This design comes from an exercise in tuning for small area and few clock cycles per item on the open sky130 flow, not from production work.
Function was checked by simulation only, so behaviour that the tests miss may differ from the original.
Power figures rest on the tool's default switching activity, not on a simulated workload.

==> inputs of build 78 <==
==> flow/design.v <==
`timescale 1ns/1ps
module LCD_CTRL(clk, reset, datain, cmd, cmd_valid, dataout, output_valid, busy);
input           clk;
input           reset;
input   [7:0]   datain;
input   [2:0]   cmd;
input           cmd_valid;
output  [7:0]   dataout;
output          output_valid;
output reg      busy;
reg        ov;           
reg        ld;           
reg  [3:0] p;            
reg  [3:0] x;            
reg  [2:0] y;            
reg        fit;          
reg  [3:0] i;            
reg  [3:0] rsel;         
reg  [3:0] jsel;         
assign output_valid = ov;
wire [95:0] ring [0:8];
genvar r;
generate
  for (r = 0; r < 9; r = r + 1) begin : g_row
    reg [95:0] q;
    wire we = ld && (x == r);
    always @(posedge clk)
      q <= {(we ? datain : q[7:0]), q[95:8]};
    assign ring[r] = q;
  end
endgenerate
reg [95:0] rowq;
always @(*) begin
  case (rsel)
    4'd0: rowq = ring[0];
    4'd1: rowq = ring[1];
    4'd2: rowq = ring[2];
    4'd3: rowq = ring[3];
    4'd4: rowq = ring[4];
    4'd5: rowq = ring[5];
    4'd6: rowq = ring[6];
    4'd7: rowq = ring[7];
    default: rowq = ring[8];
  endcase
end
reg [7:0] pix;
always @(*) begin
  case (jsel)
    4'd0:  pix = rowq[7:0];
    4'd1:  pix = rowq[15:8];
    4'd2:  pix = rowq[23:16];
    4'd3:  pix = rowq[31:24];
    4'd4:  pix = rowq[39:32];
    4'd5:  pix = rowq[47:40];
    4'd6:  pix = rowq[55:48];
    4'd7:  pix = rowq[63:56];
    4'd8:  pix = rowq[71:64];
    4'd9:  pix = rowq[79:72];
    4'd10: pix = rowq[87:80];
    default: pix = rowq[95:88];
  endcase
end
assign dataout = pix;
wire accept = cmd_valid && !busy;
wire [3:0] p1 = (p == 4'd11) ? 4'd0 : p + 4'd1;
reg        nfit;
reg  [3:0] nx;
reg  [2:0] ny;
always @(*) begin
  nfit = fit; nx = x; ny = y;
  case (cmd)
    3'd1: nfit = 1'b0;
    3'd2: begin nfit = 1'b1; nx = 4'd4; ny = 3'd3; end
    3'd3: if (!fit && x != 4'd8) nx = x + 4'd1;
    3'd4: if (!fit && x != 4'd0) nx = x - 4'd1;
    3'd5: if (!fit && y != 3'd0) ny = y - 3'd1;
    3'd6: if (!fit && y != 3'd5) ny = y + 3'd1;
    default: ;
  endcase
end
wire [3:0] c0 = nfit ? 4'd1 : nx;
wire [4:0] d0 = {1'b0, c0} - {1'b0, p1};
wire [3:0] j0 = d0[4] ? d0[3:0] + 4'd12 : d0[3:0];
wire [3:0] jm4 = (jsel < 4'd4) ? jsel + 4'd8 : jsel - 4'd4;
wire [3:0] jp2 = (jsel >= 4'd10) ? jsel - 4'd10 : jsel + 4'd2;
wire fitcol = (p == 4'd1) || (p == 4'd4) || (p == 4'd7) || (p == 4'd10);
always @(posedge clk or posedge reset) begin
  if (reset) begin
    busy <= 1'b0;
    ov   <= 1'b0;
    ld   <= 1'b0;
  end else begin
    if (accept) begin
      busy <= 1'b1;
      if (cmd == 3'd0) begin
        ld <= 1'b1;
        ov <= 1'b0;
      end else begin
        ov <= 1'b1;
      end
    end else if (ld) begin
      ov <= x[0] && fitcol;
      if (x == 4'd8 && p == 4'd11) begin
        ld   <= 1'b0;
        busy <= 1'b0;
      end
    end else if (ov) begin
      if (i == 4'd14) busy <= 1'b0;
      if (i == 4'd15) ov <= 1'b0;
    end
  end
end
always @(posedge clk) begin
  p <= p1;
  if (accept) begin
    i <= 4'd0;
    if (cmd == 3'd0) begin
      p <= 4'd0;
      x <= 4'd0;
      jsel <= 4'd11;
    end else begin
      fit  <= nfit;
      x    <= nx;
      y    <= ny;
      rsel <= nfit ? 4'd1 : {1'b0, ny};
      jsel <= j0;
    end
  end else if (ld) begin
    rsel <= x;
    if (p == 4'd11) x <= x + 4'd1;
    if (x == 4'd8 && p == 4'd11) begin
      x <= 4'd4;
      y <= 3'd3;
      fit <= 1'b1;
    end
  end else begin
    i <= i + 4'd1;
    if (fit) begin
      jsel <= jp2;
      if (i[1:0] == 2'd3) rsel <= rsel + 4'd2;
    end else if (i[1:0] == 2'd3) begin
      jsel <= jm4;
      rsel <= rsel + 4'd1;
    end
  end
end
endmodule
==> flow/run.sh <==
#!/bin/bash
# synth_recipe.tcl (not shown) runs the flow's synth.tcl, then flattens the netlist and writes it again
# the make line also repeats each setting of config.mk as NAME=value (left out here)
make -C /OpenROAD-flow-scripts/flow DESIGN_CONFIG=/design/flow/config.mk WORK_HOME=/design/flow/orfs CLKGATE_MAP_FILE= SYNTH_SCRIPT=/design/flow/synth_recipe.tcl finish
==> flow/config.mk <==
export PLATFORM = sky130hd
export DESIGN_NAME = LCD_CTRL
export DESIGN_NICKNAME = LCD_CTRL
export VERILOG_FILES = /design/flow/design.v
export SDC_FILE = /design/flow/constraint.sdc
export NUM_CORES = 4
export LEC_CHECK = 0
export CAP_MARGIN = 20
export CORE_MARGIN = 2
export CORE_UTILIZATION = 40
export SLEW_MARGIN = 20
==> flow/constraint.sdc <==
create_clock -name core_clock -period 8.0 [get_ports {clk}]
set_input_delay 1.6000 -clock core_clock [delete_from_list [all_inputs] [get_ports {clk}]]
set_output_delay 1.6000 -clock core_clock [all_outputs]
set_load 0.01 [all_outputs]
==> build 14 (differences from build 78) <==
==> flow/design.v, changed modules only <==
module LCD_CTRL(clk, reset, datain, cmd, cmd_valid, dataout, output_valid, busy);
input           clk;
input           reset;
input   [7:0]   datain;
input   [2:0]   cmd;
input           cmd_valid;
output  [7:0]   dataout;
output          output_valid;
output reg      busy;
reg        ov;           
reg        ld;           
reg  [3:0] pa;           
reg  [3:0] pb;           
reg  [3:0] x;            
reg  [2:0] y;            
reg        fit;          
reg  [3:0] i;            
reg  [8:0] ra;           
reg  [5:0] hb;           
assign output_valid = ov;
wire wt = busy & ~ov & ~ld;      
reg [863:0] q;           
always @(posedge clk)
  q <= {(ld ? datain : q[7:0]), q[863:8]};
reg [7:0] pix;
reg [7:0] colpix;
integer ia, ih;
always @(*) begin
  pix = 8'd0;
  for (ih = 0; ih < 6; ih = ih + 1) begin
    colpix = 8'd0;
    for (ia = 0; ia < 9; ia = ia + 1)
      colpix = colpix | ({8{ra[ia]}} & q[96*ia + 16*ih +: 8]);
    pix = pix | ({8{hb[ih]}} & colpix);
  end
end
assign dataout = pix;
wire accept = cmd_valid & ~busy;
wire cload = (cmd == 3'd0);
wire c_r = (cmd == 3'd3), c_l = (cmd == 3'd4), c_u = (cmd == 3'd5), c_d = (cmd == 3'd6);
wire xinc = c_r & (x != 4'd8), xdec = c_l & (x != 4'd0);
wire yinc = c_d & (y != 3'd5), ydec = c_u & (y != 3'd0);
wire tofit = ~(c_r | c_l | c_u | c_d | (cmd == 3'd1));
wire nfit = tofit | (fit & (cmd != 3'd1));
wire [3:0] xs = x + {xdec, xdec, xdec, xinc | xdec};
wire [2:0] ys = y + {ydec, ydec, ydec | yinc};
wire [3:0] nx = (fit | tofit) ? 4'd4 : xs;
wire [2:0] ny = (fit | tofit) ? 3'd3 : ys;
wire [3:0] r0 = nfit ? 4'd1 : {1'b0, ny};
wire [3:0] c0 = nfit ? 4'd1 : nx;
wire [4:0] nb = {1'b0, c0} - {1'b0, pb} - 5'd1;
wire [3:0] b0 = nb[4] ? nb[3:0] + 4'd12 : nb[3:0];
wire [4:0] na = {1'b0, r0} - {1'b0, pa} - {4'd0, nb[4]};
wire [3:0] a0 = na[4] ? na[3:0] + 4'd9 : na[3:0];
wire rowch = (i[1:0] == 2'd3);
wire hstep = fit | rowch;
wire [5:0] hn = fit ? {hb[4:0], hb[5]} : {hb[1:0], hb[5:2]};
wire hc = fit ? hb[5] : ~(hb[0] | hb[1]);
wire a1 = hstep & (hc ^ (fit & rowch));
wire a2 = fit & rowch & hc;
wire ph_end = (pa == 4'd8) && (pb == 4'd11);
always @(posedge clk or posedge reset) begin
  if (reset) begin
    busy <= 1'b0;
    ov   <= 1'b0;
    ld   <= 1'b0;
  end else if (accept) begin
    busy <= 1'b1;
    ld   <= cload;
    ov   <= ~cload & ~b0[0];
  end else if (ld) begin
    ov <= pa[0] && (pb == 4'd2 || pb == 4'd5 || pb == 4'd8 || pb == 4'd11);
    if (ph_end) begin
      ld   <= 1'b0;
      busy <= 1'b0;
    end
  end else if (wt) begin
    ov <= 1'b1;
  end else if (ov) begin
    if (i == 4'd14) busy <= 1'b0;
    if (i == 4'd15) ov <= 1'b0;
  end
end
always @(posedge clk) begin
  if (accept && cload) begin
    pa <= 4'd0;
    pb <= 4'd0;
  end else if (pb == 4'd11) begin
    pb <= 4'd0;
    pa <= (pa == 4'd8) ? 4'd0 : pa + 4'd1;
  end else begin
    pb <= pb + 4'd1;
  end
  if (accept) begin
    i   <= 4'd0;
    fit <= nfit;
    x   <= nx;
    y   <= ny;
    ra  <= cload ? 9'b100000000 : 9'd1 << a0;
    hb  <= cload ? 6'b100000 : 6'd1 << b0[3:1];
  end else if (ov & ~ld) begin
    i <= i + 4'd1;
    if (hstep) hb <= hn;
    if (a1) ra <= {ra[7:0], ra[8]};
    else if (a2) ra <= {ra[6:0], ra[8:7]};
  end
end
endmodule
==> flow/flow/run.sh (new file) <==
#!/bin/bash
# The standard layout (the standard.sh, all steps), with the input and
# output port buffers made from the smallest buffer cell.
export BUFFER_PORTS_ARGS="-buffer_cell sky130_fd_sc_hd__buf_1"
bash standard.sh > standard.log 2>&1
==> flow/standard.sh (new file) <==
#!/bin/bash
# synth_recipe.tcl (not shown) runs the flow's synth.tcl, then flattens the netlist and writes it again
# the make line also repeats each setting of config.mk as NAME=value (left out here)
make -C /OpenROAD-flow-scripts/flow DESIGN_CONFIG=/design/flow/config.mk WORK_HOME=/design/flow/orfs CLKGATE_MAP_FILE= SYNTH_SCRIPT=/design/flow/synth_recipe.tcl "${@:-finish}"
- CORE_UTILIZATION: 40 -> 60
- CTS_BUF_LIST: default -> sky130_fd_sc_hd__clkbuf_8
- CTS_CLUSTER_DIAMETER: default -> 45
- CTS_CLUSTER_SIZE: default -> 20
removed: flow/run.sh
==> qor summary <==
Post-route cell area: build 14 24400 um^2; build 78 30700 um^2
Sequential cell count: build 14 902; build 78 891
Capture instance of the worst register-to-register path: build 14 ra[4]; build 78 jsel[2]
Synth Area in Compound Gates: build 14 10.3%; build 78 18.2%
Count of flip-flops with a built-in enable after synthesis: build 14 23; build 78 16
Worst setup slack after layout: build 14 1720 ps; build 78 1540 ps
Standard cell with the maximum stage delay on the critical path: build 14 or4b_2; build 78 buf_4
DP Worst Slack: build 14 1140 ps; build 78 2180 ps
Fmax achieved: build 14 0.159 GHz; build 78 0.155 GHz
Synthesized cell area: build 14 22600 um^2; build 78 26900 um^2
Slew headroom: build 14 28.0%; build 78 18.8%
Pint: build 14 0.00667 W; build 78 0.00824 W
Share of post-route cells with drive strength above 1: build 14 8.16%; build 78 11.3%
Die W: build 14 198 um; build 78 263 um
Final period util: build 14 78.5%; build 78 80.8%
Height of the die: build 14 198 um; build 78 263 um
Power after layout: build 14 0.00937 W; build 78 0.0124 W
Run status: build 14 complete, no violations; build 78 complete, no violations
Worst Hold Margin: build 14 321 ps; build 78 328 ps
Distinct cells, synth: build 14 58; build 78 78
Destination of the critical timing path: build 14 ra[4]; build 78 dataout[2]
Reg2reg start: build 14 x[1]; build 78 x[0]
Signal arrival time at the worst endpoint: build 14 6760 ps; build 78 4860 ps
Placement Cell Area: build 14 23100 um^2; build 78 27700 um^2
Testbench counts of build 78, summed over its fixed seeds: cycles 17,217, commands 768.
Testbench counts of build 14, summed over its fixed seeds: cycles 17,449, commands 768.

## re-timing with driven ports
How much do the figures lean on ideal ports? The routed layouts below were timed once more, with nothing changed but the port constraints.
Step 1 assumes that a clkbuf_16 drives the clock port and a buf_2 every other input.
Step 2, shift: input delay + t, output delay - t, t = (earliest + latest rising clock arrival at the registers) / 2. This alone moves slack from input paths to output paths.
Three values: ideal, step 1, step 2; two values: the first two.
run | t, ns | setup WS [ns] | hold slack, ns | latest minus earliest clock arrival (ns)
build 78 | 0.683 | 1.539 / 1.481 / 2.165 | 0.328 / 0.328 / 0.328 | 0.022 / 0.023
build 14 | 0.716 | 1.720 / 1.752 / 1.037 | 0.321 / 0.321 / 0.321 | 0.026 / 0.027
After both steps setup and hold are still met in every run listed. The setup slack of build 14, which loses most, moves by +0.032 ns with the drivers and by -0.683 ns with both steps.
